Source: an optimization exercise on an open RTL-to-GDS flow (aim: small area and a short achievable clock period). Production flows keep margins and buffers that such runs may drop. Function was not checked in any run shown here: the RTL went through the layout flow alone. Power is estimated from default activity; no workload was simulated.

==> flow/design.v, too long to show whole: its modules and the start of the top module <==
// module logical: 92 lines
// module arithmetic: 151 lines
// module multiplier: 937 lines
// module ALU: 49 lines
module ALU(
input clk,
input [15:0] a, b,
input [3*8:0] op,
output [31:0] out
    );
  // ...
==> flow/flow/run.sh <==
#!/bin/bash
# Layout flow: the standard ORFS flow, with
#  - the generated multiplier and adder modules mapped gate for gate onto cells (flow/map_cells.py)
#    before synthesis, so Yosys keeps their adder structure as written;
#  - small port buffers and a timing-repair slack target.
set -euo pipefail
MARGIN=$(cat flow/margin.txt 2>/dev/null || echo 0)
BUF=$(cat flow/portbuf.txt 2>/dev/null || echo sky130_fd_sc_hd__buf_2)
python3 flow/map_cells.py design.v design_mapped.v > map_cells.log 2>&1
bash standard.sh "VERILOG_FILES=$PWD/design_mapped.v" "BUFFER_PORTS_ARGS=-buffer_cell $BUF" "SETUP_SLACK_MARGIN=$MARGIN" finish > standard.log 2>&1
==> flow/flow/map_cells.py <==
#!/usr/bin/env python3
"""Maps the generated modules of design.v (multiplier, arithmetic, logical) gate for gate onto sky130
cells before synthesis. In those modules each gate is one assign driving a net named KIND_N
(KIND_N_s / KIND_N_c for the sum and carry of an adder); KIND names the cell. Other lines are
kept; the multiplier's product register becomes dfxtp cells named as Yosys names them.
usage: map_cells.py design.v out.v"""
import re, sys

CELL = {
    'inv': ('inv_1', ['A'], ['Y']),
    'nand2': ('nand2_1', ['A', 'B'], ['Y']),
    'nor2': ('nor2_1', ['A', 'B'], ['Y']),
    'fa': ('fa_1', ['A', 'B', 'CIN'], ['SUM', 'COUT']),
    'ha': ('ha_1', ['A', 'B'], ['SUM', 'COUT']),
    'xor2': ('xor2_1', ['A', 'B'], ['X']),
    'xnor2': ('xnor2_1', ['A', 'B'], ['Y']),
    'a21oi': ('a21oi_1', ['A1', 'A2', 'B1'], ['Y']),
    'o21ai': ('o21ai_1', ['A1', 'A2', 'B1'], ['Y']),
    'a222oi': ('a222oi_1', ['A1', 'A2', 'B1', 'B2', 'C1', 'C2'], ['Y']),
    'a22oi': ('a22oi_1', ['A1', 'A2', 'B1', 'B2'], ['Y']),
    'nand3': ('nand3_1', ['A', 'B', 'C'], ['Y']),
    'and2': ('and2_1', ['A', 'B'], ['X']),
    'and2b': ('and2b_1', ['A_N', 'B'], ['X']),
    'nor3': ('nor3_1', ['A', 'B', 'C'], ['Y']),
    'nor4': ('nor4_1', ['A', 'B', 'C', 'D'], ['Y']),
    'nand4': ('nand4_1', ['A', 'B', 'C', 'D'], ['Y']),
    'a21o': ('a21o_1', ['A1', 'A2', 'B1'], ['X']),
}
# drive strength by fanout inside the module: (fanout at least, cell)
SIZES = {
    'inv': [(4, 'inv_2'), (8, 'inv_4')],
    'nand2': [(4, 'nand2_2')],
    'nor2': [(4, 'nor2_2'), (8, 'nor2_4')],
    'a21oi': [(4, 'a21oi_2'), (8, 'a21oi_4')],
    'o21ai': [(5, 'o21ai_2'), (9, 'o21ai_4')],
    'nor3': [(4, 'nor3_2'), (8, 'nor3_4')],
    'and2': [(4, 'and2_2'), (8, 'and2_4')],
}
IDENT = r'[A-Za-z_][A-Za-z0-9_]*(?:\s*\[\s*\d+\s*\])?'
GATE = re.compile(r'\s*assign\s+((' + '|'.join(CELL) + r')(?:X(\d+))?_(\d+)(?:_([sc]))?)\s*=\s*([^;]*);\s*$')


def map_module(mod):
    gates = {}
    out = []
    for line in mod.split('\n'):
        m = GATE.match(line)
        if not m:
            out.append(line)
            continue
        lhs, kind, size, idx, part, rhs = m.groups()
        ins = []
        for t in re.findall(IDENT, rhs):
            t = re.sub(r'\s+', '', t)
            if t not in ins:
                ins.append(t)
        e = gates.get(idx)
        if e is None:
            e = gates[idx] = {'kind': kind, 'size': size, 'ins': None, 'outs': {}, 'pos': len(out)}
            out.append(None)
        if part in (None, 's'):
            e['ins'] = ins
        e['outs'][part] = lhs
    fanout = {}
    for e in gates.values():
        for s in e['ins']:
            fanout[s] = fanout.get(s, 0) + 1
    for line in out:
        if line is not None and not line.lstrip().startswith('sky130'):
            for t in re.findall(IDENT, line):
                fanout[t] = fanout.get(t, 0) + 1
    for idx, e in gates.items():
        cell, ip, op = CELL[e['kind']]
        outs0 = list(e['outs'].values())
        fo = max(fanout.get(o, 0) for o in outs0)
        for lim, big in SIZES.get(e['kind'], []):
            if fo >= lim:
                cell = big
        if e['size']:
            cell = cell.rsplit('_', 1)[0] + '_' + e['size']
        assert len(e['ins']) == len(ip), (idx, e)
        outs = [e['outs'][None]] if None in e['outs'] else [e['outs']['s'], e['outs']['c']]
        pins = [f'.{p}({s})' for p, s in zip(ip, e['ins'])] + \
               [f'.{p}({s})' for p, s in zip(op, outs)]
        out[e['pos']] = f'sky130_fd_sc_hd__{cell} g{idx} (' + ', '.join(pins) + ');'
    text = '\n'.join(out)
    m = re.search(r'always\s*@\s*\(\s*posedge\s+clk\s*\)\s*C\s*<=\s*prod\s*;', text)
    if m:
        regs = '\n'.join(f'sky130_fd_sc_hd__dfxtp_1 \\C[{c}]$_DFF_P_  (.CLK(clk), .D(prod[{c}]), .Q(C[{c}]));'
                         for c in range(32))
        text = text[:m.start()] + regs + text[m.end():]
        text = re.sub(r'output\s+reg\s+\[31:0\]\s*C', 'output [31:0] C', text)
    return text, len(gates)


src = open(sys.argv[1]).read()
total = 0
for name in ('multiplier', 'arithmetic', 'logical'):
    m = re.search(r'module\s+' + name + r'\s*\(.*?\bendmodule\b', src, re.S)
    if m:
        text, n = map_module(m.group(0))
        src = src[:m.start()] + text + src[m.end():]
        total += n
open(sys.argv[2], 'w').write(src)
print(f'mapped {total} gates', file=sys.stderr)
==> flow/standard.sh <==
#!/bin/bash
# synth_recipe.tcl (not shown) runs the flow's synth.tcl, then flattens the netlist and writes it again
# the make line also repeats each setting of config.mk as NAME=value (left out here)
make -C /OpenROAD-flow-scripts/flow DESIGN_CONFIG=/design/flow/config.mk WORK_HOME=/design/flow/orfs CLKGATE_MAP_FILE= SYNTH_SCRIPT=/design/flow/synth_recipe.tcl "${@:-finish}"
==> flow/config.mk <==
export PLATFORM = sky130hd
export DESIGN_NAME = ALU
export DESIGN_NICKNAME = ALU
export VERILOG_FILES = /design/flow/design.v
export SDC_FILE = /design/flow/constraint.sdc
export NUM_CORES = 4
export LEC_CHECK = 0
export CAP_MARGIN = 20
export CORE_MARGIN = 2
export CORE_UTILIZATION = 40
export SLEW_MARGIN = 20
==> flow/constraint.sdc <==
create_clock -name core_clock -period 28.0 [get_ports {clk}]
set_input_delay 5.6000 -clock core_clock [delete_from_list [all_inputs] [get_ports {clk}]]
set_output_delay 5.6000 -clock core_clock [all_outputs]
set_load 0.01 [all_outputs]
==> results.sh, run 1 <==
export IMPL_status="finished clean"
export IMPL_crit_chain="buf_2 -> inv_2 -> a21oi_2 -> xor2_1 -> and2b_1 -> a21oi_1 -> o21ai_2 -> a21oi_4 -> o21ai_1 -> a21oi_4 -> and2b_1 -> a21o_1 -> buf_2"
export IMPL_crit_end="out[16]"
export IMPL_hold_path_depth=3
export IMPL_min_period_ns=14.48
export IMPL_p_clk_uw=53.7
export IMPL_worst_pin_slew_ns=1.12
export IMPL_gr_usage_met2=0.407
export IMPL_firstDrtPassIters=7
export IMPL_met2_length_um=13600
export IMPL_antenna_found_initial=0
export IMPL_worstHoldEndpoint="M.C[0]"
export IMPL_yosys_area_share_adder=0.449
export IMPL_drt_iter0_drc=640
export IMPL_pre_cts_ws_ns=13.63
export IMPL_buf_share=0.0470
export IMPL_syn_nets=1295
export IMPL_dp_hpwl_um=20900
export IMPL_placed_area_sq_um=9980
export IMPL_hold_class="primary input to flip-flop"
export IMPL_drcViolationCount=0
export IMPL_synth_area_leaders="fa_1, nor2_1, dfxtp_1, xor2_1, xnor2_1"
export IMPL_top_layer_used="met4"
export IMPL_grt_pass1_vias=8505
export IMPL_fin_nets=1377
export IMPL_path_class="primary input to output pin"
export IMPL_multiInputGateArea_sq_um=8290
==> module logical, before the edit <==
module logical(input [15:0] a, p, g, s, input [16:0] m, input k_g, k_p, k_a, inv, as, add, left, rol, right, asr, ror, mul, cmp, lt, ne, output [16:0] x);
wire a222oi_20001, xor2_20002, a222oi_20003, a22oi_20004, nand3_20005, a222oi_20006, xor2_20007, a222oi_20008, a22oi_20009, nand3_20010, a222oi_20011, xor2_20012, a222oi_20013, a22oi_20014, nand3_20015, a222oi_20016;
wire xor2_20017, a222oi_20018, a22oi_20019, nand3_20020, a222oi_20021, xor2_20022, a222oi_20023, a22oi_20024, nand3_20025, a222oi_20026, xor2_20027, a222oi_20028, a22oi_20029, nand3_20030, a222oi_20031, xor2_20032;
wire a222oi_20033, a22oi_20034, nand3_20035, a222oi_20036, xor2_20037, a222oi_20038, a22oi_20039, nand3_20040, a222oi_20041, xor2_20042, a222oi_20043, a22oi_20044, nand3_20045, a222oi_20046, xor2_20047, a222oi_20048;
wire a22oi_20049, nand3_20050, a222oi_20051, xor2_20052, a222oi_20053, a22oi_20054, nand3_20055, a222oi_20056, xor2_20057, a222oi_20058, a22oi_20059, nand3_20060, a222oi_20061, xor2_20062, a222oi_20063, a22oi_20064;
wire nand3_20065, a222oi_20066, xor2_20067, a222oi_20068, a22oi_20069, nand3_20070, a222oi_20071, xor2_20072, a222oi_20073, a22oi_20074, nand3_20075, a222oi_20076, xor2_20077, a22oi_20078, a22oi_20079, a22oi_20080;
wire nand4_20081, and2b_20082, a21o_20083;
assign a222oi_20001 = ~((k_g & g[0]) | (k_p & p[0]) | (k_a & a[0]));
assign xor2_20002 = a222oi_20001 ^ inv;
assign a222oi_20003 = ~((as & s[0]) | (rol & a[15]) | (right & a[1]));
assign a22oi_20004 = ~((mul & m[0]) | (cmp & ne));
assign nand3_20005 = ~(a222oi_20003 & a22oi_20004 & xor2_20002);
assign a222oi_20006 = ~((k_g & g[1]) | (k_p & p[1]) | (k_a & a[1]));
assign xor2_20007 = a222oi_20006 ^ inv;
assign a222oi_20008 = ~((as & s[1]) | (left & a[0]) | (right & a[2]));
assign a22oi_20009 = ~((mul & m[1]) | (cmp & lt));
assign nand3_20010 = ~(a222oi_20008 & a22oi_20009 & xor2_20007);
assign a222oi_20011 = ~((k_g & g[2]) | (k_p & p[2]) | (k_a & a[2]));
assign xor2_20012 = a222oi_20011 ^ inv;
assign a222oi_20013 = ~((as & s[2]) | (left & a[1]) | (right & a[3]));
assign a22oi_20014 = ~((mul & m[2]) | (cmp & lt));
assign nand3_20015 = ~(a222oi_20013 & a22oi_20014 & xor2_20012);
assign a222oi_20016 = ~((k_g & g[3]) | (k_p & p[3]) | (k_a & a[3]));
assign xor2_20017 = a222oi_20016 ^ inv;
assign a222oi_20018 = ~((as & s[3]) | (left & a[2]) | (right & a[4]));
assign a22oi_20019 = ~((mul & m[3]) | (cmp & lt));
assign nand3_20020 = ~(a222oi_20018 & a22oi_20019 & xor2_20017);
assign a222oi_20021 = ~((k_g & g[4]) | (k_p & p[4]) | (k_a & a[4]));
assign xor2_20022 = a222oi_20021 ^ inv;
assign a222oi_20023 = ~((as & s[4]) | (left & a[3]) | (right & a[5]));
assign a22oi_20024 = ~((mul & m[4]) | (cmp & lt));
assign nand3_20025 = ~(a222oi_20023 & a22oi_20024 & xor2_20022);
assign a222oi_20026 = ~((k_g & g[5]) | (k_p & p[5]) | (k_a & a[5]));
assign xor2_20027 = a222oi_20026 ^ inv;
assign a222oi_20028 = ~((as & s[5]) | (left & a[4]) | (right & a[6]));
assign a22oi_20029 = ~((mul & m[5]) | (cmp & lt));
assign nand3_20030 = ~(a222oi_20028 & a22oi_20029 & xor2_20027);
assign a222oi_20031 = ~((k_g & g[6]) | (k_p & p[6]) | (k_a & a[6]));
assign xor2_20032 = a222oi_20031 ^ inv;
assign a222oi_20033 = ~((as & s[6]) | (left & a[5]) | (right & a[7]));
assign a22oi_20034 = ~((mul & m[6]) | (cmp & lt));
assign nand3_20035 = ~(a222oi_20033 & a22oi_20034 & xor2_20032);
assign a222oi_20036 = ~((k_g & g[7]) | (k_p & p[7]) | (k_a & a[7]));
assign xor2_20037 = a222oi_20036 ^ inv;
assign a222oi_20038 = ~((as & s[7]) | (left & a[6]) | (right & a[8]));
assign a22oi_20039 = ~((mul & m[7]) | (cmp & lt));
assign nand3_20040 = ~(a222oi_20038 & a22oi_20039 & xor2_20037);
assign a222oi_20041 = ~((k_g & g[8]) | (k_p & p[8]) | (k_a & a[8]));
assign xor2_20042 = a222oi_20041 ^ inv;
assign a222oi_20043 = ~((as & s[8]) | (left & a[7]) | (right & a[9]));
assign a22oi_20044 = ~((mul & m[8]) | (cmp & lt));
assign nand3_20045 = ~(a222oi_20043 & a22oi_20044 & xor2_20042);
assign a222oi_20046 = ~((k_g & g[9]) | (k_p & p[9]) | (k_a & a[9]));
assign xor2_20047 = a222oi_20046 ^ inv;
assign a222oi_20048 = ~((as & s[9]) | (left & a[8]) | (right & a[10]));
assign a22oi_20049 = ~((mul & m[9]) | (cmp & lt));
assign nand3_20050 = ~(a222oi_20048 & a22oi_20049 & xor2_20047);
assign a222oi_20051 = ~((k_g & g[10]) | (k_p & p[10]) | (k_a & a[10]));
assign xor2_20052 = a222oi_20051 ^ inv;
assign a222oi_20053 = ~((as & s[10]) | (left & a[9]) | (right & a[11]));
assign a22oi_20054 = ~((mul & m[10]) | (cmp & lt));
assign nand3_20055 = ~(a222oi_20053 & a22oi_20054 & xor2_20052);
assign a222oi_20056 = ~((k_g & g[11]) | (k_p & p[11]) | (k_a & a[11]));
assign xor2_20057 = a222oi_20056 ^ inv;
assign a222oi_20058 = ~((as & s[11]) | (left & a[10]) | (right & a[12]));
assign a22oi_20059 = ~((mul & m[11]) | (cmp & lt));
assign nand3_20060 = ~(a222oi_20058 & a22oi_20059 & xor2_20057);
assign a222oi_20061 = ~((k_g & g[12]) | (k_p & p[12]) | (k_a & a[12]));
assign xor2_20062 = a222oi_20061 ^ inv;
assign a222oi_20063 = ~((as & s[12]) | (left & a[11]) | (right & a[13]));
assign a22oi_20064 = ~((mul & m[12]) | (cmp & lt));
assign nand3_20065 = ~(a222oi_20063 & a22oi_20064 & xor2_20062);
assign a222oi_20066 = ~((k_g & g[13]) | (k_p & p[13]) | (k_a & a[13]));
assign xor2_20067 = a222oi_20066 ^ inv;
assign a222oi_20068 = ~((as & s[13]) | (left & a[12]) | (right & a[14]));
assign a22oi_20069 = ~((mul & m[13]) | (cmp & lt));
assign nand3_20070 = ~(a222oi_20068 & a22oi_20069 & xor2_20067);
assign a222oi_20071 = ~((k_g & g[14]) | (k_p & p[14]) | (k_a & a[14]));
assign xor2_20072 = a222oi_20071 ^ inv;
assign a222oi_20073 = ~((as & s[14]) | (left & a[13]) | (right & a[15]));
assign a22oi_20074 = ~((mul & m[14]) | (cmp & lt));
assign nand3_20075 = ~(a222oi_20073 & a22oi_20074 & xor2_20072);
assign a222oi_20076 = ~((k_g & g[15]) | (k_p & p[15]) | (k_a & a[15]));
assign xor2_20077 = a222oi_20076 ^ inv;
assign a22oi_20078 = ~((as & s[15]) | (left & a[14]));
assign a22oi_20079 = ~((mul & m[15]) | (cmp & lt));
assign a22oi_20080 = ~((asr & a[15]) | (ror & a[0]));
assign nand4_20081 = ~(a22oi_20078 & a22oi_20079 & a22oi_20080 & xor2_20077);
assign and2b_20082 = ~lt & add;
assign a21o_20083 = (mul & m[16]) | and2b_20082;
assign x = {a21o_20083, nand4_20081, nand3_20075, nand3_20070, nand3_20065, nand3_20060, nand3_20055, nand3_20050, nand3_20045, nand3_20040, nand3_20035, nand3_20030, nand3_20025, nand3_20020, nand3_20015, nand3_20010, nand3_20005};
endmodule
==> module ALU, before the edit <==
module ALU(
input clk,
input [15:0] a, b,
input [3*8:0] op,
output [31:0] out
    );
wire [7:0] c0 = op[7:0], c1 = op[15:8], c2 = op[23:16];
wire z2  = (op[24:16] == 9'd0);          
wire z1  = z2 & (c1 == 8'd0);            
wire t3  = ~op[24];                      
wire is_mul  = z1 & (c0 == "*");
wire is_add  = z1 & (c0 == "+");
wire is_sub  = z1 & (c0 == "-");
wire is_not  = z1 & (c0 == "~");
wire is_or   = z1 & (c0 == "|");
wire is_and  = z1 & (c0 == "&");
wire is_xor  = z1 & (c0 == "^");
wire tl      = z2 & (c1 == "~");
wire is_nand = tl & (c0 == "&");
wire is_nor  = tl & (c0 == "|");
wire is_xnor = tl & (c0 == "^");
wire is_shl  = z2 & (c1 == "<") & (c0 == "<");
wire is_shr  = z2 & (c1 == ">") & (c0 == ">");
wire as_     = t3 & (c2 == "a") & (c1 == "s");
wire ro_     = t3 & (c2 == "r") & (c1 == "o");
wire is_asl  = as_ & (c0 == "l");
wire is_asr  = as_ & (c0 == "r");
wire is_rol  = ro_ & (c0 == "l");
wire is_ror  = ro_ & (c0 == "r");
wire is_cmp  = t3 & (c2 == "c") & (c1 == "m") & (c0 == "p");
wire [15:0] s, p, g;
wire lt;
arithmetic AA1(.A(a), .B(b), .o(op[2:0]), .S(s), .lt(lt), .p(p), .g(g));
wire ne = ~&p;                           
wire [31:0] m;
multiplier M(.clk(clk), .A1(a), .B1(b), .op(op), .C(m));
wire as = is_add | is_sub;
logical L(.a(a), .p(p), .g(g), .s(s), .m(m[16:0]),
  .k_g(is_and | is_or | is_nand | is_nor),
  .k_p(is_or | is_xor | is_nor | is_xnor),
  .k_a(is_not),
  .inv(is_not | is_nand | is_nor | is_xnor),
  .as(as), .add(is_add),
  .left(is_shl | is_asl | is_rol), .rol(is_rol),
  .right(is_shr | is_asr | is_ror), .asr(is_asr), .ror(is_ror),
  .mul(is_mul), .cmp(is_cmp), .lt(lt), .ne(ne),
  .x(out[16:0]));
assign out[31:17] = {15{is_mul}} & m[31:17];
endmodule
==> inputs of run 2 (changes only) <==
--- a/flow/design.v
+++ b/flow/design.v
@@ -1,3 +1,3 @@
-module logical(input [15:0] a, p, g, s, input [16:0] m, input k_g, k_p, k_a, inv, as, add, left, rol, right, asr, ror, mul, cmp, lt, ne, output [16:0] x);
+module logical(input [15:0] a, p, g, s, input [16:0] m, input k_g, k_p, k_a, inv, as, add, left, rol, right, asr, ror, mul, cmp, ne, input [1:0] lt, output [16:0] x);
 wire a222oi_20001, xor2_20002, a222oi_20003, a22oi_20004, nand3_20005, a222oi_20006, xor2_20007, a222oi_20008, a22oi_20009, nand3_20010, a222oi_20011, xor2_20012, a222oi_20013, a22oi_20014, nand3_20015, a222oi_20016;
 wire xor2_20017, a222oi_20018, a22oi_20019, nand3_20020, a222oi_20021, xor2_20022, a222oi_20023, a22oi_20024, nand3_20025, a222oi_20026, xor2_20027, a222oi_20028, a22oi_20029, nand3_20030, a222oi_20031, xor2_20032;
@@ -14,83 +14,83 @@
 assign xor2_20007 = a222oi_20006 ^ inv;
 assign a222oi_20008 = ~((as & s[1]) | (left & a[0]) | (right & a[2]));
-assign a22oi_20009 = ~((mul & m[1]) | (cmp & lt));
+assign a22oi_20009 = ~((mul & m[1]) | (cmp & lt[0]));
 assign nand3_20010 = ~(a222oi_20008 & a22oi_20009 & xor2_20007);
 assign a222oi_20011 = ~((k_g & g[2]) | (k_p & p[2]) | (k_a & a[2]));
 assign xor2_20012 = a222oi_20011 ^ inv;
 assign a222oi_20013 = ~((as & s[2]) | (left & a[1]) | (right & a[3]));
-assign a22oi_20014 = ~((mul & m[2]) | (cmp & lt));
+assign a22oi_20014 = ~((mul & m[2]) | (cmp & lt[0]));
 assign nand3_20015 = ~(a222oi_20013 & a22oi_20014 & xor2_20012);
 assign a222oi_20016 = ~((k_g & g[3]) | (k_p & p[3]) | (k_a & a[3]));
 assign xor2_20017 = a222oi_20016 ^ inv;
 assign a222oi_20018 = ~((as & s[3]) | (left & a[2]) | (right & a[4]));
-assign a22oi_20019 = ~((mul & m[3]) | (cmp & lt));
+assign a22oi_20019 = ~((mul & m[3]) | (cmp & lt[0]));
 assign nand3_20020 = ~(a222oi_20018 & a22oi_20019 & xor2_20017);
 assign a222oi_20021 = ~((k_g & g[4]) | (k_p & p[4]) | (k_a & a[4]));
 assign xor2_20022 = a222oi_20021 ^ inv;
 assign a222oi_20023 = ~((as & s[4]) | (left & a[3]) | (right & a[5]));
-assign a22oi_20024 = ~((mul & m[4]) | (cmp & lt));
+assign a22oi_20024 = ~((mul & m[4]) | (cmp & lt[0]));
 assign nand3_20025 = ~(a222oi_20023 & a22oi_20024 & xor2_20022);
 assign a222oi_20026 = ~((k_g & g[5]) | (k_p & p[5]) | (k_a & a[5]));
 assign xor2_20027 = a222oi_20026 ^ inv;
 assign a222oi_20028 = ~((as & s[5]) | (left & a[4]) | (right & a[6]));
-assign a22oi_20029 = ~((mul & m[5]) | (cmp & lt));
+assign a22oi_20029 = ~((mul & m[5]) | (cmp & lt[0]));
 assign nand3_20030 = ~(a222oi_20028 & a22oi_20029 & xor2_20027);
 assign a222oi_20031 = ~((k_g & g[6]) | (k_p & p[6]) | (k_a & a[6]));
 assign xor2_20032 = a222oi_20031 ^ inv;
 assign a222oi_20033 = ~((as & s[6]) | (left & a[5]) | (right & a[7]));
-assign a22oi_20034 = ~((mul & m[6]) | (cmp & lt));
+assign a22oi_20034 = ~((mul & m[6]) | (cmp & lt[0]));
 assign nand3_20035 = ~(a222oi_20033 & a22oi_20034 & xor2_20032);
 assign a222oi_20036 = ~((k_g & g[7]) | (k_p & p[7]) | (k_a & a[7]));
 assign xor2_20037 = a222oi_20036 ^ inv;
 assign a222oi_20038 = ~((as & s[7]) | (left & a[6]) | (right & a[8]));
-assign a22oi_20039 = ~((mul & m[7]) | (cmp & lt));
+assign a22oi_20039 = ~((mul & m[7]) | (cmp & lt[0]));
 assign nand3_20040 = ~(a222oi_20038 & a22oi_20039 & xor2_20037);
 assign a222oi_20041 = ~((k_g & g[8]) | (k_p & p[8]) | (k_a & a[8]));
 assign xor2_20042 = a222oi_20041 ^ inv;
 assign a222oi_20043 = ~((as & s[8]) | (left & a[7]) | (right & a[9]));
-assign a22oi_20044 = ~((mul & m[8]) | (cmp & lt));
+assign a22oi_20044 = ~((mul & m[8]) | (cmp & lt[1]));
 assign nand3_20045 = ~(a222oi_20043 & a22oi_20044 & xor2_20042);
 assign a222oi_20046 = ~((k_g & g[9]) | (k_p & p[9]) | (k_a & a[9]));
 assign xor2_20047 = a222oi_20046 ^ inv;
 assign a222oi_20048 = ~((as & s[9]) | (left & a[8]) | (right & a[10]));
-assign a22oi_20049 = ~((mul & m[9]) | (cmp & lt));
+assign a22oi_20049 = ~((mul & m[9]) | (cmp & lt[1]));
 assign nand3_20050 = ~(a222oi_20048 & a22oi_20049 & xor2_20047);
 assign a222oi_20051 = ~((k_g & g[10]) | (k_p & p[10]) | (k_a & a[10]));
 assign xor2_20052 = a222oi_20051 ^ inv;
 assign a222oi_20053 = ~((as & s[10]) | (left & a[9]) | (right & a[11]));
-assign a22oi_20054 = ~((mul & m[10]) | (cmp & lt));
+assign a22oi_20054 = ~((mul & m[10]) | (cmp & lt[1]));
 assign nand3_20055 = ~(a222oi_20053 & a22oi_20054 & xor2_20052);
 assign a222oi_20056 = ~((k_g & g[11]) | (k_p & p[11]) | (k_a & a[11]));
 assign xor2_20057 = a222oi_20056 ^ inv;
 assign a222oi_20058 = ~((as & s[11]) | (left & a[10]) | (right & a[12]));
-assign a22oi_20059 = ~((mul & m[11]) | (cmp & lt));
+assign a22oi_20059 = ~((mul & m[11]) | (cmp & lt[1]));
 assign nand3_20060 = ~(a222oi_20058 & a22oi_20059 & xor2_20057);
 assign a222oi_20061 = ~((k_g & g[12]) | (k_p & p[12]) | (k_a & a[12]));
 assign xor2_20062 = a222oi_20061 ^ inv;
 assign a222oi_20063 = ~((as & s[12]) | (left & a[11]) | (right & a[13]));
-assign a22oi_20064 = ~((mul & m[12]) | (cmp & lt));
+assign a22oi_20064 = ~((mul & m[12]) | (cmp & lt[1]));
 assign nand3_20065 = ~(a222oi_20063 & a22oi_20064 & xor2_20062);
 assign a222oi_20066 = ~((k_g & g[13]) | (k_p & p[13]) | (k_a & a[13]));
 assign xor2_20067 = a222oi_20066 ^ inv;
 assign a222oi_20068 = ~((as & s[13]) | (left & a[12]) | (right & a[14]));
-assign a22oi_20069 = ~((mul & m[13]) | (cmp & lt));
+assign a22oi_20069 = ~((mul & m[13]) | (cmp & lt[1]));
 assign nand3_20070 = ~(a222oi_20068 & a22oi_20069 & xor2_20067);
 assign a222oi_20071 = ~((k_g & g[14]) | (k_p & p[14]) | (k_a & a[14]));
 assign xor2_20072 = a222oi_20071 ^ inv;
 assign a222oi_20073 = ~((as & s[14]) | (left & a[13]) | (right & a[15]));
-assign a22oi_20074 = ~((mul & m[14]) | (cmp & lt));
+assign a22oi_20074 = ~((mul & m[14]) | (cmp & lt[1]));
 assign nand3_20075 = ~(a222oi_20073 & a22oi_20074 & xor2_20072);
 assign a222oi_20076 = ~((k_g & g[15]) | (k_p & p[15]) | (k_a & a[15]));
 assign xor2_20077 = a222oi_20076 ^ inv;
 assign a22oi_20078 = ~((as & s[15]) | (left & a[14]));
-assign a22oi_20079 = ~((mul & m[15]) | (cmp & lt));
+assign a22oi_20079 = ~((mul & m[15]) | (cmp & lt[1]));
 assign a22oi_20080 = ~((asr & a[15]) | (ror & a[0]));
 assign nand4_20081 = ~(a22oi_20078 & a22oi_20079 & a22oi_20080 & xor2_20077);
-assign and2b_20082 = ~lt & add;
+assign and2b_20082 = ~lt[0] & add;
 assign a21o_20083 = (mul & m[16]) | and2b_20082;
 assign x = {a21o_20083, nand4_20081, nand3_20075, nand3_20070, nand3_20065, nand3_20060, nand3_20055, nand3_20050, nand3_20045, nand3_20040, nand3_20035, nand3_20030, nand3_20025, nand3_20020, nand3_20015, nand3_20010, nand3_20005};
 endmodule
-module arithmetic(input [15:0] A, input [15:0] B, input [2:0] o, output [15:0] S, output lt, output [15:0] p, output [15:0] g);
-wire inv_10001, a21oiX2_10002, a21oiX2_10003, a21oiX2_10004, a21oiX2_10005, xor2_10006, xor2_10007, and2b_10008, xor2_10009, xor2_10010, and2b_10011, xor2_10012, xor2_10013, and2b_10014, xor2_10015, xor2_10016;
+module arithmetic(input [15:0] A, input [15:0] B, input [2:0] o, output [15:0] S, output [1:0] lt, output [15:0] p, output [15:0] g);
+wire and2b_10001, nor2X2_10002, nor2X2_10003, nor2X2_10004, nor2X2_10005, xor2_10006, xor2_10007, and2b_10008, xor2_10009, xor2_10010, and2b_10011, xor2_10012, xor2_10013, and2b_10014, xor2_10015, xor2_10016;
 wire and2b_10017, xor2_10018, xor2_10019, and2b_10020, xor2_10021, xor2_10022, and2b_10023, xor2_10024, xor2_10025, and2b_10026, xor2_10027, xor2_10028, and2b_10029, xor2_10030, xor2_10031, and2b_10032;
 wire xor2_10033, xor2_10034, and2b_10035, xor2_10036, xor2_10037, and2b_10038, xor2_10039, xor2_10040, and2b_10041, xor2_10042, xor2_10043, and2b_10044, xor2_10045, xor2_10046, and2b_10047, xor2_10048;
@@ -99,60 +99,60 @@
 wire nand2_10081, o21ai_10082, nor2_10083, inv_10084, a21oi_10085, inv_10086, nand2_10087, o21ai_10088, nor2_10089, a21oi_10090, inv_10091, o21ai_10092, inv_10093, o21ai_10094, a21oi_10095, a21oi_10096;
 wire nand2_10097, inv_10098, o21ai_10099, inv_10100, nand2_10101, inv_10102, o21ai_10103, inv_10104, nand2_10105, a21oi_10106, nand2_10107, inv_10108, a21oi_10109, o21ai_10110, o21ai_10111, inv_10112;
-wire a21oi_10113, o21ai_10114, inv_10115, o21ai_10116, inv_10117, o21ai_10118, o21ai_10119, a21oiX4_10120, xor2_10121, xnor2_10122, xnor2_10123, xor2_10124, xnor2_10125, xor2_10126, xor2_10127, xnor2_10128;
-wire xnor2_10129, xor2_10130, xor2_10131, xnor2_10132, xor2_10133, xor2_10134, xor2_10135, xor2_10136;
-assign inv_10001 = ~o[0];
-assign a21oiX2_10002 = ~((inv_10001 & o[2]) | o[1]);
-assign a21oiX2_10003 = ~((inv_10001 & o[2]) | o[1]);
-assign a21oiX2_10004 = ~((inv_10001 & o[2]) | o[1]);
-assign a21oiX2_10005 = ~((inv_10001 & o[2]) | o[1]);
+wire a21oi_10113, o21ai_10114, inv_10115, o21ai_10116, inv_10117, o21ai_10118, o21ai_10119, xor2_10121, xnor2_10122, xnor2_10123, xor2_10124, xnor2_10125, xor2_10126, xor2_10127, xnor2_10128, xnor2_10129;
+wire xor2_10130, xor2_10131, xnor2_10132, xor2_10133, xor2_10134, xor2_10135, xor2_10136, a21oiX2_10137, a21oiX2_10138;
+assign and2b_10001 = ~o[0] & o[2];
+assign nor2X2_10002 = ~(o[1] | and2b_10001);
+assign nor2X2_10003 = ~(o[1] | and2b_10001);
+assign nor2X2_10004 = ~(o[1] | and2b_10001);
+assign nor2X2_10005 = ~(o[1] | and2b_10001);
 assign xor2_10006 = A[0] ^ B[0];
-assign xor2_10007 = xor2_10006 ^ a21oiX2_10002;
+assign xor2_10007 = xor2_10006 ^ nor2X2_10002;
 assign and2b_10008 = ~xor2_10007 & A[0];
 assign xor2_10009 = A[1] ^ B[1];
-assign xor2_10010 = xor2_10009 ^ a21oiX2_10002;
+assign xor2_10010 = xor2_10009 ^ nor2X2_10002;
 assign and2b_10011 = ~xor2_10010 & A[1];
 assign xor2_10012 = A[2] ^ B[2];
-assign xor2_10013 = xor2_10012 ^ a21oiX2_10002;
+assign xor2_10013 = xor2_10012 ^ nor2X2_10002;
 assign and2b_10014 = ~xor2_10013 & A[2];
 assign xor2_10015 = A[3] ^ B[3];
-assign xor2_10016 = xor2_10015 ^ a21oiX2_10002;
+assign xor2_10016 = xor2_10015 ^ nor2X2_10002;
 assign and2b_10017 = ~xor2_10016 & A[3];
 assign xor2_10018 = A[4] ^ B[4];
-assign xor2_10019 = xor2_10018 ^ a21oiX2_10003;
+assign xor2_10019 = xor2_10018 ^ nor2X2_10003;
 assign and2b_10020 = ~xor2_10019 & A[4];
 assign xor2_10021 = A[5] ^ B[5];
-assign xor2_10022 = xor2_10021 ^ a21oiX2_10003;
+assign xor2_10022 = xor2_10021 ^ nor2X2_10003;
 assign and2b_10023 = ~xor2_10022 & A[5];
 assign xor2_10024 = A[6] ^ B[6];
-assign xor2_10025 = xor2_10024 ^ a21oiX2_10003;
+assign xor2_10025 = xor2_10024 ^ nor2X2_10003;
 assign and2b_10026 = ~xor2_10025 & A[6];
 assign xor2_10027 = A[7] ^ B[7];
-assign xor2_10028 = xor2_10027 ^ a21oiX2_10003;
+assign xor2_10028 = xor2_10027 ^ nor2X2_10003;
 assign and2b_10029 = ~xor2_10028 & A[7];
 assign xor2_10030 = A[8] ^ B[8];
-assign xor2_10031 = xor2_10030 ^ a21oiX2_10004;
+assign xor2_10031 = xor2_10030 ^ nor2X2_10004;
 assign and2b_10032 = ~xor2_10031 & A[8];
 assign xor2_10033 = A[9] ^ B[9];
-assign xor2_10034 = xor2_10033 ^ a21oiX2_10004;
+assign xor2_10034 = xor2_10033 ^ nor2X2_10004;
 assign and2b_10035 = ~xor2_10034 & A[9];
 assign xor2_10036 = A[10] ^ B[10];
-assign xor2_10037 = xor2_10036 ^ a21oiX2_10004;
+assign xor2_10037 = xor2_10036 ^ nor2X2_10004;
 assign and2b_10038 = ~xor2_10037 & A[10];
 assign xor2_10039 = A[11] ^ B[11];
-assign xor2_10040 = xor2_10039 ^ a21oiX2_10004;
+assign xor2_10040 = xor2_10039 ^ nor2X2_10004;
 assign and2b_10041 = ~xor2_10040 & A[11];
 assign xor2_10042 = A[12] ^ B[12];
-assign xor2_10043 = xor2_10042 ^ a21oiX2_10005;
+assign xor2_10043 = xor2_10042 ^ nor2X2_10005;
 assign and2b_10044 = ~xor2_10043 & A[12];
 assign xor2_10045 = A[13] ^ B[13];
-assign xor2_10046 = xor2_10045 ^ a21oiX2_10005;
+assign xor2_10046 = xor2_10045 ^ nor2X2_10005;
 assign and2b_10047 = ~xor2_10046 & A[13];
 assign xor2_10048 = A[14] ^ B[14];
-assign xor2_10049 = xor2_10048 ^ a21oiX2_10005;
+assign xor2_10049 = xor2_10048 ^ nor2X2_10005;
 assign and2b_10050 = ~xor2_10049 & A[14];
 assign xor2_10051 = A[15] ^ B[15];
-assign xor2_10052 = xor2_10051 ^ a21oiX2_10005;
+assign xor2_10052 = xor2_10051 ^ nor2X2_10005;
 assign and2b_10053 = ~xor2_10052 & A[15];
-assign a21oi_10054 = ~((xor2_10007 & a21oiX2_10002) | and2b_10008);
+assign a21oi_10054 = ~((xor2_10007 & nor2X2_10002) | and2b_10008);
 assign a21oi_10055 = ~((xor2_10013 & and2b_10011) | and2b_10014);
 assign nand2_10056 = ~(xor2_10013 & xor2_10010);
@@ -220,6 +220,5 @@
 assign o21ai_10118 = ~((nand2_10105 | a21oi_10095) & inv_10117);
 assign o21ai_10119 = ~((nand2_10107 | a21oi_10095) & a21oi_10106);
-assign a21oiX4_10120 = ~((xor2_10052 & o21ai_10119) | and2b_10053);
-assign xor2_10121 = xor2_10007 ^ a21oiX2_10002;
+assign xor2_10121 = xor2_10007 ^ nor2X2_10002;
 assign xnor2_10122 = ~(xor2_10010 ^ a21oi_10054);
 assign xnor2_10123 = ~(xor2_10013 ^ a21oi_10070);
@@ -237,8 +236,10 @@
 assign xor2_10135 = xor2_10049 ^ o21ai_10118;
 assign xor2_10136 = xor2_10052 ^ o21ai_10119;
+assign a21oiX2_10137 = ~((xor2_10052 & o21ai_10119) | and2b_10053);
+assign a21oiX2_10138 = ~((xor2_10052 & o21ai_10119) | and2b_10053);
 assign S = {xor2_10136, xor2_10135, xor2_10134, xor2_10133, xnor2_10132, xor2_10131, xor2_10130, xnor2_10129, xnor2_10128, xor2_10127, xor2_10126, xnor2_10125, xor2_10124, xnor2_10123, xnor2_10122, xor2_10121};
 assign p = {xor2_10052, xor2_10049, xor2_10046, xor2_10043, xor2_10040, xor2_10037, xor2_10034, xor2_10031, xor2_10028, xor2_10025, xor2_10022, xor2_10019, xor2_10016, xor2_10013, xor2_10010, xor2_10007};
 assign g = {and2b_10053, and2b_10050, and2b_10047, and2b_10044, and2b_10041, and2b_10038, and2b_10035, and2b_10032, and2b_10029, and2b_10026, and2b_10023, and2b_10020, and2b_10017, and2b_10014, and2b_10011, and2b_10008};
-assign lt = a21oiX4_10120;
+assign lt = {a21oiX2_10138, a21oiX2_10137};
 endmodule
 module multiplier(input clk, input [15:0] A1, input [15:0] B1, input [24:0] op, output reg [31:0] C);
@@ -288,14 +289,12 @@
 wire fa_494_s, fa_494_c, fa_495_s, fa_495_c, fa_496_s, fa_496_c, fa_497_s, fa_497_c, fa_498_s, fa_498_c, fa_499_s, fa_499_c, fa_500_s, fa_500_c, fa_501_s, fa_501_c;
 wire fa_502_s, fa_502_c, fa_503_s, fa_503_c, fa_504_s, fa_504_c, fa_505_s, fa_505_c, fa_506_s, fa_506_c, fa_507_s, fa_507_c, fa_508_s, fa_508_c, ha_509_s, ha_509_c;
-wire fa_510_s, fa_510_c, fa_511_s, fa_511_c, fa_512_s, fa_512_c, nand2_513, xnor2_514, nand2_515, xnor2_516, nand2_517, xnor2_518, nand2_519, xnor2_520, nand2_521, xnor2_522;
-wire nand2_523, xnor2_524, nand2_525, xnor2_526, nand2_527, xnor2_528, nand2_529, xnor2_530, nand2_531, xnor2_532, nand2_533, xnor2_534, nand2_535, xnor2_536, nand2_537, xnor2_538;
-wire nand2_539, xnor2_540, nand2_541, xnor2_542, nand2_543, xnor2_544, nand2_545, xnor2_546, nand2_547, xnor2_548, nand2_549, xnor2_550, nand2_551, xnor2_552, nand2_553, xnor2_554;
-wire nand2_555, xnor2_556, nand2_557, xnor2_558, nand2_559, xnor2_560, nand2_561, xnor2_562, nand2_563, xnor2_564, inv_565, o21ai_566, o21ai_567, nor2_568, o21ai_569, nor2_570;
-wire o21ai_571, nor2_572, o21ai_573, nor2_574, o21ai_575, nor2_576, o21ai_577, nor2_578, o21ai_579, nor2_580, o21ai_581, nor2_582, o21ai_583, nor2_584, o21ai_585, nor2_586;
-wire o21ai_587, nor2_588, o21ai_589, nor2_590, a21oi_591, a21oi_592, nand2_593, a21oi_594, nand2_595, a21oi_596, nand2_597, a21oi_598, nand2_599, a21oi_600, nand2_601, o21ai_602;
-wire o21ai_603, nor2_604, o21ai_605, nor2_606, a21oi_607, inv_608, a21oi_609, inv_610, o21ai_611, o21ai_612, inv_613, a21oi_614, a21oi_615, a21oi_616, inv_617, a21oi_618;
-wire a21oi_619, inv_620, a21oi_621, inv_622, o21ai_623, o21ai_624, o21ai_625, inv_626, o21ai_627, o21ai_628, inv_629, o21ai_630, o21ai_631, o21ai_632, o21ai_633, inv_634;
-wire o21ai_635, o21ai_636, o21ai_637, o21ai_638, xnor2_639, xnor2_640, xnor2_641, xor2_642, xnor2_643, xor2_644, xnor2_645, xnor2_646, xnor2_647, xor2_648, xnor2_649, xnor2_650;
-wire xnor2_651, xor2_652, xnor2_653, xor2_654, xnor2_655, xor2_656, xnor2_657, xnor2_658, xnor2_659, xor2_660, xnor2_661, xor2_662, xnor2_663, xor2_664;
+wire fa_510_s, fa_510_c, fa_511_s, fa_511_c, fa_512_s, fa_512_c, fa_513_s, fa_513_c, fa_514_s, fa_514_c, fa_515_s, fa_515_c, fa_516_s, fa_516_c, fa_517_s, fa_517_c;
+wire fa_518_s, fa_518_c, fa_519_s, fa_519_c, fa_520_s, fa_520_c, nand2_521, xnor2_522, nand2_523, xnor2_524, nand2_525, xnor2_526, nand2_527, xnor2_528, nand2_529, xnor2_530;
+wire nand2_531, xnor2_532, nand2_533, xnor2_534, nand2_535, xnor2_536, nand2_537, xnor2_538, nand2_539, xnor2_540, nand2_541, xnor2_542, nand2_543, xnor2_544, nand2_545, xnor2_546;
+wire nand2_547, xnor2_548, nand2_549, xnor2_550, nand2_551, xnor2_552, nand2_553, xnor2_554, nand2_555, xnor2_556, inv_557, o21ai_558, o21ai_559, nor2_560, o21ai_561, nor2_562;
+wire o21ai_563, nor2_564, o21ai_565, nor2_566, o21ai_567, nor2_568, o21ai_569, nor2_570, o21ai_571, nor2_572, o21ai_573, nor2_574, a21oi_575, a21oi_576, nand2_577, a21oi_578;
+wire nand2_579, a21oi_580, nand2_581, o21ai_582, o21ai_583, nor2_584, a21oi_585, inv_586, o21ai_587, inv_588, a21oi_589, a21oi_590, a21oi_591, inv_592, a21oi_593, inv_594;
+wire o21ai_595, o21ai_596, o21ai_597, inv_598, o21ai_599, o21ai_600, inv_601, o21ai_602, o21ai_603, o21ai_604, o21ai_605, xnor2_606, xnor2_607, xnor2_608, xor2_609, xnor2_610;
+wire xor2_611, xnor2_612, xnor2_613, xnor2_614, xor2_615, xnor2_616, xnor2_617, xnor2_618, xor2_619, xnor2_620, xor2_621, xnor2_622, xor2_623;
 assign nor4_1 = ~(op[0] | op[2] | op[4] | op[6]);
 assign nor4_2 = ~(op[7] | op[8] | op[9] | op[10]);
@@ -1024,157 +1023,124 @@
 assign fa_512_s = fa_303_s ^ ha_304_s ^ fa_511_c;
 assign fa_512_c = (fa_303_s & ha_304_s) | (fa_303_s & fa_511_c) | (ha_304_s & fa_511_c);
-assign nand2_513 = ~(fa_307_s & ha_308_s);
-assign xnor2_514 = ~(fa_307_s ^ ha_308_s);
-assign nand2_515 = ~(fa_312_s & ha_313_s);
-assign xnor2_516 = ~(fa_312_s ^ ha_313_s);
-assign nand2_517 = ~(fa_318_s & ha_319_s);
-assign xnor2_518 = ~(fa_318_s ^ ha_319_s);
-assign nand2_519 = ~(fa_325_s & ha_326_s);
-assign xnor2_520 = ~(fa_325_s ^ ha_326_s);
-assign nand2_521 = ~(fa_333_s & ha_334_s);
-assign xnor2_522 = ~(fa_333_s ^ ha_334_s);
-assign nand2_523 = ~(ha_334_c & ha_343_s);
-assign xnor2_524 = ~(ha_334_c ^ ha_343_s);
-assign nand2_525 = ~(fa_352_s & ha_353_s);
-assign xnor2_526 = ~(fa_352_s ^ ha_353_s);
-assign nand2_527 = ~(ha_353_c & ha_364_s);
-assign xnor2_528 = ~(ha_353_c ^ ha_364_s);
-assign nand2_529 = ~(ha_364_c & ha_376_s);
-assign xnor2_530 = ~(ha_364_c ^ ha_376_s);
-assign nand2_531 = ~(ha_376_c & ha_389_s);
-assign xnor2_532 = ~(ha_376_c ^ ha_389_s);
-assign nand2_533 = ~(ha_389_c & ha_403_s);
-assign xnor2_534 = ~(ha_389_c ^ ha_403_s);
-assign nand2_535 = ~(fa_416_s & ha_417_s);
-assign xnor2_536 = ~(fa_416_s ^ ha_417_s);
-assign nand2_537 = ~(ha_417_c & fa_430_s);
-assign xnor2_538 = ~(ha_417_c ^ fa_430_s);
-assign nand2_539 = ~(fa_430_c & fa_442_s);
-assign xnor2_540 = ~(fa_430_c ^ fa_442_s);
-assign nand2_541 = ~(fa_442_c & fa_453_s);
-assign xnor2_542 = ~(fa_442_c ^ fa_453_s);
-assign nand2_543 = ~(fa_453_c & fa_463_s);
-assign xnor2_544 = ~(fa_453_c ^ fa_463_s);
-assign nand2_545 = ~(fa_463_c & fa_472_s);
-assign xnor2_546 = ~(fa_463_c ^ fa_472_s);
-assign nand2_547 = ~(fa_472_c & fa_480_s);
-assign xnor2_548 = ~(fa_472_c ^ fa_480_s);
-assign nand2_549 = ~(fa_480_c & fa_487_s);
-assign xnor2_550 = ~(fa_480_c ^ fa_487_s);
-assign nand2_551 = ~(fa_487_c & fa_493_s);
-assign xnor2_552 = ~(fa_487_c ^ fa_493_s);
-assign nand2_553 = ~(fa_493_c & fa_498_s);
-assign xnor2_554 = ~(fa_493_c ^ fa_498_s);
-assign nand2_555 = ~(fa_498_c & fa_502_s);
-assign xnor2_556 = ~(fa_498_c ^ fa_502_s);
-assign nand2_557 = ~(fa_502_c & fa_505_s);
-assign xnor2_558 = ~(fa_502_c ^ fa_505_s);
-assign nand2_559 = ~(fa_505_c & fa_507_s);
-assign xnor2_560 = ~(fa_505_c ^ fa_507_s);
-assign nand2_561 = ~(fa_507_c & fa_508_s);
-assign xnor2_562 = ~(fa_507_c ^ fa_508_s);
-assign nand2_563 = ~(nor2_298 & fa_508_c);
-assign xnor2_564 = ~(nor2_298 ^ fa_508_c);
-assign inv_565 = ~fa_512_c;
-assign o21ai_566 = ~((xnor2_514 | inv_565) & nand2_513);
-assign o21ai_567 = ~((xnor2_518 | nand2_515) & nand2_517);
-assign nor2_568 = ~(xnor2_518 | xnor2_516);
-assign o21ai_569 = ~((xnor2_522 | nand2_519) & nand2_521);
-assign nor2_570 = ~(xnor2_522 | xnor2_520);
-assign o21ai_571 = ~((xnor2_526 | nand2_523) & nand2_525);
-assign nor2_572 = ~(xnor2_526 | xnor2_524);
-assign o21ai_573 = ~((xnor2_530 | nand2_527) & nand2_529);
-assign nor2_574 = ~(xnor2_530 | xnor2_528);
-assign o21ai_575 = ~((xnor2_534 | nand2_531) & nand2_533);
-assign nor2_576 = ~(xnor2_534 | xnor2_532);
-assign o21ai_577 = ~((xnor2_538 | nand2_535) & nand2_537);
-assign nor2_578 = ~(xnor2_538 | xnor2_536);
-assign o21ai_579 = ~((xnor2_542 | nand2_539) & nand2_541);
-assign nor2_580 = ~(xnor2_542 | xnor2_540);
-assign o21ai_581 = ~((xnor2_546 | nand2_543) & nand2_545);
-assign nor2_582 = ~(xnor2_546 | xnor2_544);
-assign o21ai_583 = ~((xnor2_550 | nand2_547) & nand2_549);
-assign nor2_584 = ~(xnor2_550 | xnor2_548);
-assign o21ai_585 = ~((xnor2_554 | nand2_551) & nand2_553);
-assign nor2_586 = ~(xnor2_554 | xnor2_552);
-assign o21ai_587 = ~((xnor2_558 | nand2_555) & nand2_557);
-assign nor2_588 = ~(xnor2_558 | xnor2_556);
-assign o21ai_589 = ~((xnor2_562 | nand2_559) & nand2_561);
-assign nor2_590 = ~(xnor2_562 | xnor2_560);
-assign a21oi_591 = ~((nor2_568 & o21ai_566) | o21ai_567);
-assign a21oi_592 = ~((nor2_572 & o21ai_569) | o21ai_571);
-assign nand2_593 = ~(nor2_572 & nor2_570);
-assign a21oi_594 = ~((nor2_576 & o21ai_573) | o21ai_575);
-assign nand2_595 = ~(nor2_576 & nor2_574);
-assign a21oi_596 = ~((nor2_580 & o21ai_577) | o21ai_579);
-assign nand2_597 = ~(nor2_580 & nor2_578);
-assign a21oi_598 = ~((nor2_584 & o21ai_581) | o21ai_583);
-assign nand2_599 = ~(nor2_584 & nor2_582);
-assign a21oi_600 = ~((nor2_588 & o21ai_585) | o21ai_587);
-assign nand2_601 = ~(nor2_588 & nor2_586);
-assign o21ai_602 = ~((nand2_593 | a21oi_591) & a21oi_592);
-assign o21ai_603 = ~((nand2_597 | a21oi_594) & a21oi_596);
-assign nor2_604 = ~(nand2_597 | nand2_595);
-assign o21ai_605 = ~((nand2_601 | a21oi_598) & a21oi_600);
-assign nor2_606 = ~(nand2_601 | nand2_599);
-assign a21oi_607 = ~((nor2_604 & o21ai_602) | o21ai_603);
-assign inv_608 = ~a21oi_607;
-assign a21oi_609 = ~((nor2_606 & inv_608) | o21ai_605);
-assign inv_610 = ~o21ai_602;
-assign o21ai_611 = ~((nand2_595 | inv_610) & a21oi_594);
-assign o21ai_612 = ~((nand2_599 | a21oi_607) & a21oi_598);
-assign inv_613 = ~a21oi_591;
-assign a21oi_614 = ~((nor2_570 & inv_613) | o21ai_569);
-assign a21oi_615 = ~((nor2_574 & o21ai_602) | o21ai_573);
-assign a21oi_616 = ~((nor2_578 & o21ai_611) | o21ai_577);
-assign inv_617 = ~a21oi_607;
-assign a21oi_618 = ~((nor2_582 & inv_617) | o21ai_581);
-assign a21oi_619 = ~((nor2_586 & o21ai_612) | o21ai_585);
-assign inv_620 = ~a21oi_609;
-assign a21oi_621 = ~((nor2_590 & inv_620) | o21ai_589);
-assign inv_622 = ~o21ai_566;
-assign o21ai_623 = ~((xnor2_516 | inv_622) & nand2_515);
-assign o21ai_624 = ~((xnor2_520 | a21oi_591) & nand2_519);
-assign o21ai_625 = ~((xnor2_524 | a21oi_614) & nand2_523);
-assign inv_626 = ~o21ai_602;
-assign o21ai_627 = ~((xnor2_528 | inv_626) & nand2_527);
-assign o21ai_628 = ~((xnor2_532 | a21oi_615) & nand2_531);
-assign inv_629 = ~o21ai_611;
-assign o21ai_630 = ~((xnor2_536 | inv_629) & nand2_535);
-assign o21ai_631 = ~((xnor2_540 | a21oi_616) & nand2_539);
-assign o21ai_632 = ~((xnor2_544 | a21oi_607) & nand2_543);
-assign o21ai_633 = ~((xnor2_548 | a21oi_618) & nand2_547);
-assign inv_634 = ~o21ai_612;
-assign o21ai_635 = ~((xnor2_552 | inv_634) & nand2_551);
-assign o21ai_636 = ~((xnor2_556 | a21oi_619) & nand2_555);
-assign o21ai_637 = ~((xnor2_560 | a21oi_609) & nand2_559);
-assign o21ai_638 = ~((xnor2_564 | a21oi_621) & nand2_563);
-assign xnor2_639 = ~(xnor2_514 ^ fa_512_c);
-assign xnor2_640 = ~(xnor2_516 ^ o21ai_566);
-assign xnor2_641 = ~(xnor2_518 ^ o21ai_623);
-assign xor2_642 = xnor2_520 ^ a21oi_591;
-assign xnor2_643 = ~(xnor2_522 ^ o21ai_624);
-assign xor2_644 = xnor2_524 ^ a21oi_614;
-assign xnor2_645 = ~(xnor2_526 ^ o21ai_625);
-assign xnor2_646 = ~(xnor2_528 ^ o21ai_602);
-assign xnor2_647 = ~(xnor2_530 ^ o21ai_627);
-assign xor2_648 = xnor2_532 ^ a21oi_615;
-assign xnor2_649 = ~(xnor2_534 ^ o21ai_628);
-assign xnor2_650 = ~(xnor2_536 ^ o21ai_611);
-assign xnor2_651 = ~(xnor2_538 ^ o21ai_630);
-assign xor2_652 = xnor2_540 ^ a21oi_616;
-assign xnor2_653 = ~(xnor2_542 ^ o21ai_631);
-assign xor2_654 = xnor2_544 ^ a21oi_607;
-assign xnor2_655 = ~(xnor2_546 ^ o21ai_632);
-assign xor2_656 = xnor2_548 ^ a21oi_618;
-assign xnor2_657 = ~(xnor2_550 ^ o21ai_633);
-assign xnor2_658 = ~(xnor2_552 ^ o21ai_612);
-assign xnor2_659 = ~(xnor2_554 ^ o21ai_635);
-assign xor2_660 = xnor2_556 ^ a21oi_619;
-assign xnor2_661 = ~(xnor2_558 ^ o21ai_636);
-assign xor2_662 = xnor2_560 ^ a21oi_609;
-assign xnor2_663 = ~(xnor2_562 ^ o21ai_637);
-assign xor2_664 = xnor2_564 ^ a21oi_621;
-wire [31:0] prod = {o21ai_638, xor2_664, xnor2_663, xor2_662, xnor2_661, xor2_660, xnor2_659, xnor2_658, xnor2_657, xor2_656, xnor2_655, xor2_654, xnor2_653, xor2_652, xnor2_651, xnor2_650, xnor2_649, xor2_648, xnor2_647, xnor2_646, xnor2_645, xor2_644, xnor2_643, xor2_642, xnor2_641, xnor2_640, xnor2_639, fa_512_s, fa_511_s, fa_510_s, ha_509_s, nor2_43};
+assign fa_513_s = fa_307_s ^ ha_308_s ^ fa_512_c;
+assign fa_513_c = (fa_307_s & ha_308_s) | (fa_307_s & fa_512_c) | (ha_308_s & fa_512_c);
+assign fa_514_s = fa_312_s ^ ha_313_s ^ fa_513_c;
+assign fa_514_c = (fa_312_s & ha_313_s) | (fa_312_s & fa_513_c) | (ha_313_s & fa_513_c);
+assign fa_515_s = fa_318_s ^ ha_319_s ^ fa_514_c;
+assign fa_515_c = (fa_318_s & ha_319_s) | (fa_318_s & fa_514_c) | (ha_319_s & fa_514_c);
+assign fa_516_s = fa_325_s ^ ha_326_s ^ fa_515_c;
+assign fa_516_c = (fa_325_s & ha_326_s) | (fa_325_s & fa_515_c) | (ha_326_s & fa_515_c);
+assign fa_517_s = fa_333_s ^ ha_334_s ^ fa_516_c;
+assign fa_517_c = (fa_333_s & ha_334_s) | (fa_333_s & fa_516_c) | (ha_334_s & fa_516_c);
+assign fa_518_s = ha_334_c ^ ha_343_s ^ fa_517_c;
+assign fa_518_c = (ha_334_c & ha_343_s) | (ha_334_c & fa_517_c) | (ha_343_s & fa_517_c);
+assign fa_519_s = fa_352_s ^ ha_353_s ^ fa_518_c;
+assign fa_519_c = (fa_352_s & ha_353_s) | (fa_352_s & fa_518_c) | (ha_353_s & fa_518_c);
+assign fa_520_s = ha_353_c ^ ha_364_s ^ fa_519_c;
+assign fa_520_c = (ha_353_c & ha_364_s) | (ha_353_c & fa_519_c) | (ha_364_s & fa_519_c);
+assign nand2_521 = ~(ha_364_c & ha_376_s);
+assign xnor2_522 = ~(ha_364_c ^ ha_376_s);
+assign nand2_523 = ~(ha_376_c & ha_389_s);
+assign xnor2_524 = ~(ha_376_c ^ ha_389_s);
+assign nand2_525 = ~(ha_389_c & ha_403_s);
+assign xnor2_526 = ~(ha_389_c ^ ha_403_s);
+assign nand2_527 = ~(fa_416_s & ha_417_s);
+assign xnor2_528 = ~(fa_416_s ^ ha_417_s);
+assign nand2_529 = ~(ha_417_c & fa_430_s);
+assign xnor2_530 = ~(ha_417_c ^ fa_430_s);
+assign nand2_531 = ~(fa_430_c & fa_442_s);
+assign xnor2_532 = ~(fa_430_c ^ fa_442_s);
+assign nand2_533 = ~(fa_442_c & fa_453_s);
+assign xnor2_534 = ~(fa_442_c ^ fa_453_s);
+assign nand2_535 = ~(fa_453_c & fa_463_s);
+assign xnor2_536 = ~(fa_453_c ^ fa_463_s);
+assign nand2_537 = ~(fa_463_c & fa_472_s);
+assign xnor2_538 = ~(fa_463_c ^ fa_472_s);
+assign nand2_539 = ~(fa_472_c & fa_480_s);
+assign xnor2_540 = ~(fa_472_c ^ fa_480_s);
+assign nand2_541 = ~(fa_480_c & fa_487_s);
+assign xnor2_542 = ~(fa_480_c ^ fa_487_s);
+assign nand2_543 = ~(fa_487_c & fa_493_s);
+assign xnor2_544 = ~(fa_487_c ^ fa_493_s);
+assign nand2_545 = ~(fa_493_c & fa_498_s);
+assign xnor2_546 = ~(fa_493_c ^ fa_498_s);
+assign nand2_547 = ~(fa_498_c & fa_502_s);
+assign xnor2_548 = ~(fa_498_c ^ fa_502_s);
+assign nand2_549 = ~(fa_502_c & fa_505_s);
+assign xnor2_550 = ~(fa_502_c ^ fa_505_s);
+assign nand2_551 = ~(fa_505_c & fa_507_s);
+assign xnor2_552 = ~(fa_505_c ^ fa_507_s);
+assign nand2_553 = ~(fa_507_c & fa_508_s);
+assign xnor2_554 = ~(fa_507_c ^ fa_508_s);
+assign nand2_555 = ~(nor2_298 & fa_508_c);
+assign xnor2_556 = ~(nor2_298 ^ fa_508_c);
+assign inv_557 = ~fa_520_c;
+assign o21ai_558 = ~((xnor2_522 | inv_557) & nand2_521);
+assign o21ai_559 = ~((xnor2_526 | nand2_523) & nand2_525);
+assign nor2_560 = ~(xnor2_526 | xnor2_524);
+assign o21ai_561 = ~((xnor2_530 | nand2_527) & nand2_529);
+assign nor2_562 = ~(xnor2_530 | xnor2_528);
+assign o21ai_563 = ~((xnor2_534 | nand2_531) & nand2_533);
+assign nor2_564 = ~(xnor2_534 | xnor2_532);
+assign o21ai_565 = ~((xnor2_538 | nand2_535) & nand2_537);
+assign nor2_566 = ~(xnor2_538 | xnor2_536);
+assign o21ai_567 = ~((xnor2_542 | nand2_539) & nand2_541);
+assign nor2_568 = ~(xnor2_542 | xnor2_540);
+assign o21ai_569 = ~((xnor2_546 | nand2_543) & nand2_545);
+assign nor2_570 = ~(xnor2_546 | xnor2_544);
+assign o21ai_571 = ~((xnor2_550 | nand2_547) & nand2_549);
+assign nor2_572 = ~(xnor2_550 | xnor2_548);
+assign o21ai_573 = ~((xnor2_554 | nand2_551) & nand2_553);
+assign nor2_574 = ~(xnor2_554 | xnor2_552);
+assign a21oi_575 = ~((nor2_560 & o21ai_558) | o21ai_559);
+assign a21oi_576 = ~((nor2_564 & o21ai_561) | o21ai_563);
+assign nand2_577 = ~(nor2_564 & nor2_562);
+assign a21oi_578 = ~((nor2_568 & o21ai_565) | o21ai_567);
+assign nand2_579 = ~(nor2_568 & nor2_566);
+assign a21oi_580 = ~((nor2_572 & o21ai_569) | o21ai_571);
+assign nand2_581 = ~(nor2_572 & nor2_570);
+assign o21ai_582 = ~((nand2_577 | a21oi_575) & a21oi_576);
+assign o21ai_583 = ~((nand2_581 | a21oi_578) & a21oi_580);
+assign nor2_584 = ~(nand2_581 | nand2_579);
+assign a21oi_585 = ~((nor2_584 & o21ai_582) | o21ai_583);
+assign inv_586 = ~o21ai_582;
+assign o21ai_587 = ~((nand2_579 | inv_586) & a21oi_578);
+assign inv_588 = ~a21oi_575;
+assign a21oi_589 = ~((nor2_562 & inv_588) | o21ai_561);
+assign a21oi_590 = ~((nor2_566 & o21ai_582) | o21ai_565);
+assign a21oi_591 = ~((nor2_570 & o21ai_587) | o21ai_569);
+assign inv_592 = ~a21oi_585;
+assign a21oi_593 = ~((nor2_574 & inv_592) | o21ai_573);
+assign inv_594 = ~o21ai_558;
+assign o21ai_595 = ~((xnor2_524 | inv_594) & nand2_523);
+assign o21ai_596 = ~((xnor2_528 | a21oi_575) & nand2_527);
+assign o21ai_597 = ~((xnor2_532 | a21oi_589) & nand2_531);
+assign inv_598 = ~o21ai_582;
+assign o21ai_599 = ~((xnor2_536 | inv_598) & nand2_535);
+assign o21ai_600 = ~((xnor2_540 | a21oi_590) & nand2_539);
+assign inv_601 = ~o21ai_587;
+assign o21ai_602 = ~((xnor2_544 | inv_601) & nand2_543);
+assign o21ai_603 = ~((xnor2_548 | a21oi_591) & nand2_547);
+assign o21ai_604 = ~((xnor2_552 | a21oi_585) & nand2_551);
+assign o21ai_605 = ~((xnor2_556 | a21oi_593) & nand2_555);
+assign xnor2_606 = ~(xnor2_522 ^ fa_520_c);
+assign xnor2_607 = ~(xnor2_524 ^ o21ai_558);
+assign xnor2_608 = ~(xnor2_526 ^ o21ai_595);
+assign xor2_609 = xnor2_528 ^ a21oi_575;
+assign xnor2_610 = ~(xnor2_530 ^ o21ai_596);
+assign xor2_611 = xnor2_532 ^ a21oi_589;
+assign xnor2_612 = ~(xnor2_534 ^ o21ai_597);
+assign xnor2_613 = ~(xnor2_536 ^ o21ai_582);
+assign xnor2_614 = ~(xnor2_538 ^ o21ai_599);
+assign xor2_615 = xnor2_540 ^ a21oi_590;
+assign xnor2_616 = ~(xnor2_542 ^ o21ai_600);
+assign xnor2_617 = ~(xnor2_544 ^ o21ai_587);
+assign xnor2_618 = ~(xnor2_546 ^ o21ai_602);
+assign xor2_619 = xnor2_548 ^ a21oi_591;
+assign xnor2_620 = ~(xnor2_550 ^ o21ai_603);
+assign xor2_621 = xnor2_552 ^ a21oi_585;
+assign xnor2_622 = ~(xnor2_554 ^ o21ai_604);
+assign xor2_623 = xnor2_556 ^ a21oi_593;
+wire [31:0] prod = {o21ai_605, xor2_623, xnor2_622, xor2_621, xnor2_620, xor2_619, xnor2_618, xnor2_617, xnor2_616, xor2_615, xnor2_614, xnor2_613, xnor2_612, xor2_611, xnor2_610, xor2_609, xnor2_608, xnor2_607, xnor2_606, fa_520_s, fa_519_s, fa_518_s, fa_517_s, fa_516_s, fa_515_s, fa_514_s, fa_513_s, fa_512_s, fa_511_s, fa_510_s, ha_509_s, nor2_43};
 always @(posedge clk) C <= prod;
 endmodule
@@ -1210,5 +1176,5 @@
 wire is_cmp  = t3 & (c2 == "c") & (c1 == "m") & (c0 == "p");
 wire [15:0] s, p, g;
-wire lt;
+wire [1:0] lt;                           
 arithmetic AA1(.A(a), .B(b), .o(op[2:0]), .S(s), .lt(lt), .p(p), .g(g));
 wire ne = ~&p;                           
==> results.sh, run 2 <==
export IMPL_status="finished clean"
export IMPL_final_max_slew_viol_count=0
export IMPL_start_util=0.405
export IMPL_syn_nets=1262
export IMPL_synth_ff_type="dfxtp_1"
export IMPL_htreeDepth=2
export IMPL_dp_hpwl_um=20100
export IMPL_grt_max_degree=33
export IMPL_syn_avg_cell_area_sq_um=9.32
export IMPL_routed_wl_um=26700
export IMPL_largest_reg_flops=32
export IMPL_cts_resized=0
export IMPL_grt_pass1_vias=7938
export IMPL_worstPathRequired_ns=22.40
export IMPL_gp_congestion=0.942
export IMPL_clkTransAtPathRegs_ns=0.06
export IMPL_coreArea_sq_um=22600
export IMPL_dieHeight_um=155
export IMPL_drt_iter0_drc=808
export IMPL_slew_headroom=0.319
export IMPL_hold_class="primary input to flip-flop"
export IMPL_reg_largest_list="M.C: 32 flops"
export IMPL_clock_sinks=32
export IMPL_numCtsBuffers=5
export IMPL_antenna_found_initial=0
export IMPL_max_cap_viol_count=0
export IMPL_routed_via_count=7681
export IMPL_maxClockFrequency_mhz=69.4
export IMPL_dp_cells=1340
export IMPL_synthCells=982
export IMPL_grt_setup_unrepaired="no"
export IMPL_layout_common_cells="nor2_1, fa_1, buf_2"
export IMPL_path_class="primary input to output pin"
export IMPL_hold_slack_ns=5.75
export IMPL_antenna_cells=0
export IMPL_min_period_ns=14.41
export IMPL_yosysWarnings=0
export IMPL_layout_commonest_cell="nor2_1"
export IMPL_area_delta_synth_final_pct=9.39
export IMPL_worst_pin_slew_ns=1.02
export IMPL_num_rows=55
export IMPL_grt_pass1_wl_um=43600
export IMPL_cts_max_path_buffers=2
export IMPL_worst_setup_path_start_kind="primary input"
export IMPL_fp_dieArea_sq_um=24100
export IMPL_synth_async_reset_ratio=0
export IMPL_grt_total_usage=0.232
export IMPL_port_buffers=89
export IMPL_fin_setup_tns_ns=0
export IMPL_gr_total_overflow=0
export IMPL_cts_tree="yes"
export IMPL_netlist_area_sq_um=9150
export IMPL_firstDrtPassIters=9
export IMPL_synthTopCellsByCount="nor2_1, fa_1, xor2_1"
export IMPL_postCtsHoldBufs=0
export IMPL_synth_edff_count=0
export IMPL_hold_viol=0
export IMPL_seq_area_frac_synth=0.0700
export IMPL_ys_ff_latch=32
export IMPL_p_leak_nw=5.12
export IMPL_viasPerCell=5.70
export IMPL_setup_violations=0
export IMPL_cp_max_fo=9
export IMPL_fin_crit_sh=0.514
export IMPL_ir_worst_vdd_mv=0.0197
export IMPL_yosys_cell_types_count=49
export IMPL_drtAntennaViolNets=0
export IMPL_wl_per_cell_um=19.8
export IMPL_end_kind="output pin"
export IMPL_drive_gt1_frac=0.150
export IMPL_yosysMostFrequentCell="nor2_1"
export IMPL_io_pin_count=90
export IMPL_drcViolationCount=0
export IMPL_die_width_um=155
export IMPL_synth_top_area_frac=0.451
export IMPL_clock_root_buffer="clkbuf_16"
export IMPL_yosys_area_top_type="fa_1"
export IMPL_cts_setup_buffers=0
export IMPL_arrival_ns=8.81
export IMPL_powerDensity_nw_per_um2=17.2
export IMPL_top_register="M.C"
export IMPL_fin_nets=1342
export IMPL_post_layout_nonfiller_instances=1348
export IMPL_synth_area_leaders="fa_1, nor2_1, dfxtp_1, xor2_1, xnor2_1"
-- run 2: kinds of logic after synthesis --
family | share of synthesized area
AOI/OAI and AO/OA | 0.0953
adders and majority gates | 0.473
and+or+nand+nor | 0.227
DFF | 0.0700
buffers and inverters | 0.0373
xor gates and xnor gates | 0.0976
-- run 2: final timing paths --
kind / from / endpoint / depth (start not counted)
hold / removal: a[0] / M.C[0] / 3
setup / recovery: op[0] / out[16] / 13
-- run 2: power breakdown --
part           leakage, nW  total, mW  internal [mW]  switching (mW)
registers            0.258     0.0455         0.0455   0.00000000288
logic                 4.78     0.0613         0.0187          0.0426
clock network       0.0808     0.0654         0.0419          0.0235
-- run 2: cell type report --
class / instances / area, sq um
clock buffers: 6 / 129
clock inverters: 2 / 35.0
fillers: 2211 / 12600
inverters: 42 / 198
multi-input cells: 889 / 8180
flip-flops and latches: 32 / 641
well taps: 285 / 357
repair buffers: 92 / 468
-- run 2: metrics by stage --
stage	instance area, sq um	utilization	worst slack, ns	power, mW
floorplan	9150	-	14.19	0.0852
global placement	9840	0.436	13.66	0.106
detailed placement	9850	0.436	13.60	0.106
CTS	10000	0.444	13.59	0.173
global route	10000	0.444	13.37	0.181
finish	10000	0.444	13.59	0.172
-- run 2: metal layers --
layer | global-route usage | vias up | wire (um)
met3 | 0.0345 | 27 | 2090
met1 | 0.333 | 3898 | 11700
met4 | 0.0533 | 0 | 512
met2 | 0.372 | 335 | 12400
li1 | - | 3421 | -
met5 | 0 | - | 0
-- run 2: worst max-delay path: stages --
cell and delay, ns:
buf_2 0.16, and2b_1 0.28, nor2_2 0.31, xor2_1 0.44
and2b_1 0.27, a21oi_1 0.17, o21ai_2 0.13, a21oi_4 0.29
o21ai_1 0.18, a21oi_2 0.40, and2b_1 0.26, a21o_1 0.17
buf_2 0.14

port drivers added, routing unchanged:
No port has a modelled driver above. Below, the same layouts with a new extraction and two added sets of constraints.
Step 1, drivers: a clkbuf_16 drives clk and a buf_2 each remaining input, both assumed.
Step 2 adds t to the input delays and takes it off the output delays; t is the mean of the earliest and latest rising clock arrival at the registers after step 1. Input paths then give back, and output paths get back, about the clock's delay inside the block.
a / b / c = ideal / step 1 / step 2; a / b = the first two.
run	shift t [ns]	setup WS [ns]	worst slew at a driven data input, ns	pins driven straight from the clock port
run 1	0.323	13.523 / 13.503 / 13.503	0.04	1
run 2	0.335	13.595 / 13.563 / 13.563	0.04	1
After both steps setup and hold are still met in every run listed. The setup slack of run 2, which loses most, moves by -0.032 ns with the drivers and by -0.032 ns with both steps.
